Background: an optimization exercise with open tools, aiming at small area. Do not read the settings as production practice.
At most, simulation tests tie the RTL to the original design; equivalence was not proved.
The clock port is modelled as an ideal driver; clocking choices that lean on that would not hold on a real chip.

Setup of run 1:
==> flow/design.v <==
`timescale 1ns/1ps
`default_nettype none
module uart_fifo_tx
  #(
    parameter FIFO_DEPTH=16,
    parameter UART_CDIV=434
    )
   (
    input wire 	     clk,
    input wire 	     n_rst,
    input wire [7:0] data,
    input wire 	     n_wr,
    output wire      n_full,
    output wire      uart_tx
    );
   localparam N = FIFO_DEPTH;
   reg [8*N-1:0]     s;         
   reg [N-1:0] 	     v;         
   reg [7:0] 	     h;         
   reg 		     hv;        
   reg 		     held;      
   reg 		     sending;
   reg 		     tx_out;
   reg [8:0] 	     cnt;
   reg [3:0] 	     idx;
   wire 	     transit = held & ~hv;
   assign n_full = ~(&v) | transit;
   assign uart_tx = tx_out;
   wire 	     wr = ~n_wr & n_full;
   wire 	     take = ~held & (|v);
   wire [N:0] 	     rdy;
   assign rdy[N] = ~hv;
   genvar 	     i;
   generate
      for (i = 0; i < N; i = i + 1) begin : g_rdy
	 assign rdy[i] = ~v[i] | rdy[i+1];
      end
   endgenerate
   wire [8*N-1:0]    s_in = {s[8*N-9:0], data};
   wire [N-1:0]      v_in = {v[N-2:0], wr};
   integer 	     k;
   always @(posedge clk) begin
      for (k = 0; k < N; k = k + 1)
	if (rdy[k]) s[8*k +: 8] <= s_in[8*k +: 8];
      if (rdy[N]) h <= s[8*N-8 +: 8];
   end
   localparam [8:0] CNT_LAST = 9'd182;
   wire 	     bit_end = (cnt == CNT_LAST);
   wire 	     release_h = sending & bit_end & (idx == 4'd7);
   always @(posedge clk, negedge n_rst) begin
      if (~n_rst) begin
	 v <= 0;
	 hv <= 1'b0;
	 held <= 1'b0;
	 sending <= 1'b0;
	 tx_out <= 1'b1;
      end
      else begin
	 for (k = 0; k < N; k = k + 1)
	   if (rdy[k]) v[k] <= v_in[k];
	 if (~hv) hv <= v[N-1];
	 else if (release_h) hv <= 1'b0;
	 if (take) held <= 1'b1;
	 else if (release_h) held <= 1'b0;
	 if (~sending) begin
	    if (take) begin
	       sending <= 1'b1;
	       tx_out <= 1'b0;
	    end
	 end
	 else if (bit_end) begin
	    case (idx)
	      4'd8: tx_out <= 1'b1;
	      4'd9: begin
		 if (held | take) tx_out <= 1'b0;
		 else sending <= 1'b0;
	      end
	      default: tx_out <= h[idx[2:0]];
	    endcase
	 end
      end
   end
   always @(posedge clk) begin
      if (~sending | bit_end) cnt <= 0;
      else cnt <= {cnt[7:0], ~(cnt[8] ^ cnt[4])};
      if (~sending | (bit_end & (idx == 4'd9))) idx <= 0;
      else if (bit_end) idx <= idx + 1'b1;
   end
endmodule
`default_nettype wire
Settings: LEC_CHECK=0, CAP_MARGIN=20, CORE_MARGIN=2, CORE_UTILIZATION=40, CTS_BUF_LIST=sky130_fd_sc_hd__clkbuf_8, SLEW_MARGIN=20; clock period 10.0 ns.
standard.sh (not shown) runs the stock make flow with config.mk's settings and CLKGATE_MAP_FILE= SYNTH_SCRIPT=/design/flow/synth_recipe.tcl, a recipe that flattens the netlist after the stock synthesis.
==> flow/flow/run.sh <==
#!/bin/bash
# The standard layout (standard.sh) with these changes:
# - clock tree synthesis without dummy load cells, with clkbuf_4 leaf buffers
#   under a clkbuf_16 root; leaf buffers with a large fanout become clkbuf_8
#   (flow/post_cts.tcl);
# - port buffers of the smallest buffer cell.
set -euo pipefail
here=$(pwd)
export CTS_ARGS="-sink_clustering_enable -repair_clock_nets -dont_use_dummy_load -root_buf sky130_fd_sc_hd__clkbuf_16 -buf_list sky130_fd_sc_hd__clkbuf_4"
export POST_CTS_TCL="$here/flow/post_cts.tcl"
export CLK_UPSIZE_FANOUT=13
export BUFFER_PORTS_ARGS="-buffer_cell sky130_fd_sc_hd__buf_1"
bash standard.sh finish > standard.log 2>&1
==> flow/flow/post_cts.tcl <==
# After clock tree synthesis: a clkbuf_4 that drives many clock pins becomes a
# clkbuf_8, so every flip-flop clock pin keeps a fast edge.
set n_up 0
foreach inst [[ord::get_db_block] getInsts] {
  if { [[$inst getMaster] getName] ne "sky130_fd_sc_hd__clkbuf_4" } { continue }
  set net [[$inst findITerm X] getNet]
  if { $net eq "NULL" } { continue }
  set fanout [expr { [llength [$net getITerms]] - 1 }]
  if { $fanout >= $::env(CLK_UPSIZE_FANOUT) } {
    replace_cell [$inst getName] sky130_fd_sc_hd__clkbuf_8
    incr n_up
  }
}
puts "post_cts: upsized $n_up clock buffers"
if { $n_up > 0 } {
  detailed_placement
  check_placement -verbose
}
Relative to run 1, the following input files were edited for run 2:
==> flow/design.v, changed modules only <==
module uart_fifo_tx
  #(
    parameter FIFO_DEPTH=16,
    parameter UART_CDIV=434
    )
   (
    input wire 	     clk,
    input wire 	     n_rst,
    input wire [7:0] data,
    input wire 	     n_wr,
    output wire      n_full,
    output wire      uart_tx
    );
   localparam N = FIFO_DEPTH;
   reg [8*N-1:0]     s;         
   reg [N-1:0] 	     v;         
   reg [7:0] 	     h;         
   reg 		     hv;        
   reg 		     held;      
   reg 		     sending;
   reg 		     tx_out;
   reg [8:0] 	     cnt;
   reg [3:0] 	     idx;
   wire 	     transit = held & ~hv;
   assign n_full = ~(&v) | transit;
   assign uart_tx = tx_out;
   wire 	     wr = ~n_wr & n_full;
   wire 	     take = ~held & (|v);
   wire [N:0] 	     rdy;
   assign rdy[N] = ~hv;
   genvar 	     i;
   generate
      for (i = 0; i < N; i = i + 1) begin : g_rdy
	 assign rdy[i] = ~v[i] | rdy[i+1];
      end
   endgenerate
   wire [8*N-1:0]    s_in = {s[8*N-9:0], data};
   wire [N-1:0]      v_in = {v[N-2:0], wr};
   integer 	     k;
   always @(posedge clk) begin
      for (k = 0; k < N; k = k + 1)
	if (rdy[k]) s[8*k +: 8] <= s_in[8*k +: 8];
      if (rdy[N]) h <= s[8*N-8 +: 8];
   end
   localparam [8:0] CNT_LAST = 9'd182;
   wire 	     bit_end = sending & (cnt == CNT_LAST);
   wire 	     release_h = bit_end & (idx == 4'd7);
   always @(posedge clk, negedge n_rst) begin
      if (~n_rst) begin
	 v <= 0;
	 hv <= 1'b0;
	 held <= 1'b0;
	 sending <= 1'b0;
	 tx_out <= 1'b1;
	 idx <= 0;
      end
      else begin
	 for (k = 0; k < N; k = k + 1)
	   if (rdy[k]) v[k] <= v_in[k];
	 if (bit_end) idx <= (idx == 4'd9) ? 4'd0 : idx + 1'b1;
	 if (~hv) hv <= v[N-1];
	 else if (release_h) hv <= 1'b0;
	 if (take) held <= 1'b1;
	 else if (release_h) held <= 1'b0;
	 if (~sending) begin
	    if (take) begin
	       sending <= 1'b1;
	       tx_out <= 1'b0;
	    end
	 end
	 else if (bit_end) begin
	    case (idx)
	      4'd8: tx_out <= 1'b1;
	      4'd9: begin
		 if (held | take) tx_out <= 1'b0;
		 else sending <= 1'b0;
	      end
	      default: tx_out <= h[idx[2:0]];
	    endcase
	 end
      end
   end
   always @(posedge clk) begin
      if (~sending | bit_end) cnt <= 0;
      else cnt <= {cnt[7:0], ~(cnt[8] ^ cnt[4])};
   end
endmodule
### Flow results
The synthesized cell count in run 2 is 0.948 times that in run 1. Run 2 vs. run 1: final design instance area without fill closely matched the old numbers, final cell count fell by 13, minimum period implied by the final worst setup slack now sits higher, share of cell area taken by multi-input logic gates lower. Run 1 → run 2: maximum frequency went down, total wire length went down by 6.0%.
Function not checked in run 1: the RTL went through the layout flow alone.

==> re-timing with driven ports <==
The flow's constraints put no driver on any port. The routed layouts listed below were extracted and timed again, unchanged, in two steps. Step 1 (the two cells are an assumption about what drives the block):
set clk [get_ports {clk}]
set_driving_cell -lib_cell sky130_fd_sc_hd__clkbuf_16 $clk
set_driving_cell -lib_cell sky130_fd_sc_hd__buf_2 [delete_from_list [all_inputs] $clk]
Step 2 moves the port delays by t, midway between the first and last clock arrival at a register: inputs arrive t later, outputs are due t later. That takes back most of the time a late clock gives input paths. Slacks: ideal / step 1 / step 2; pairs: ideal / step 1.
run | t, ns | setup slack, ns | hold WS [ns] | worst data-port slew with drivers (ns)
run 1 | 0.391 | 6.416 / 6.378 / 6.769 | 0.403 / 0.403 / 0.403 | 0.03
run 2 | 0.376 | 6.325 / 6.288 / 6.664 | 0.401 / 0.401 / 0.401 | 0.03
After both steps every run listed still meets setup and hold.
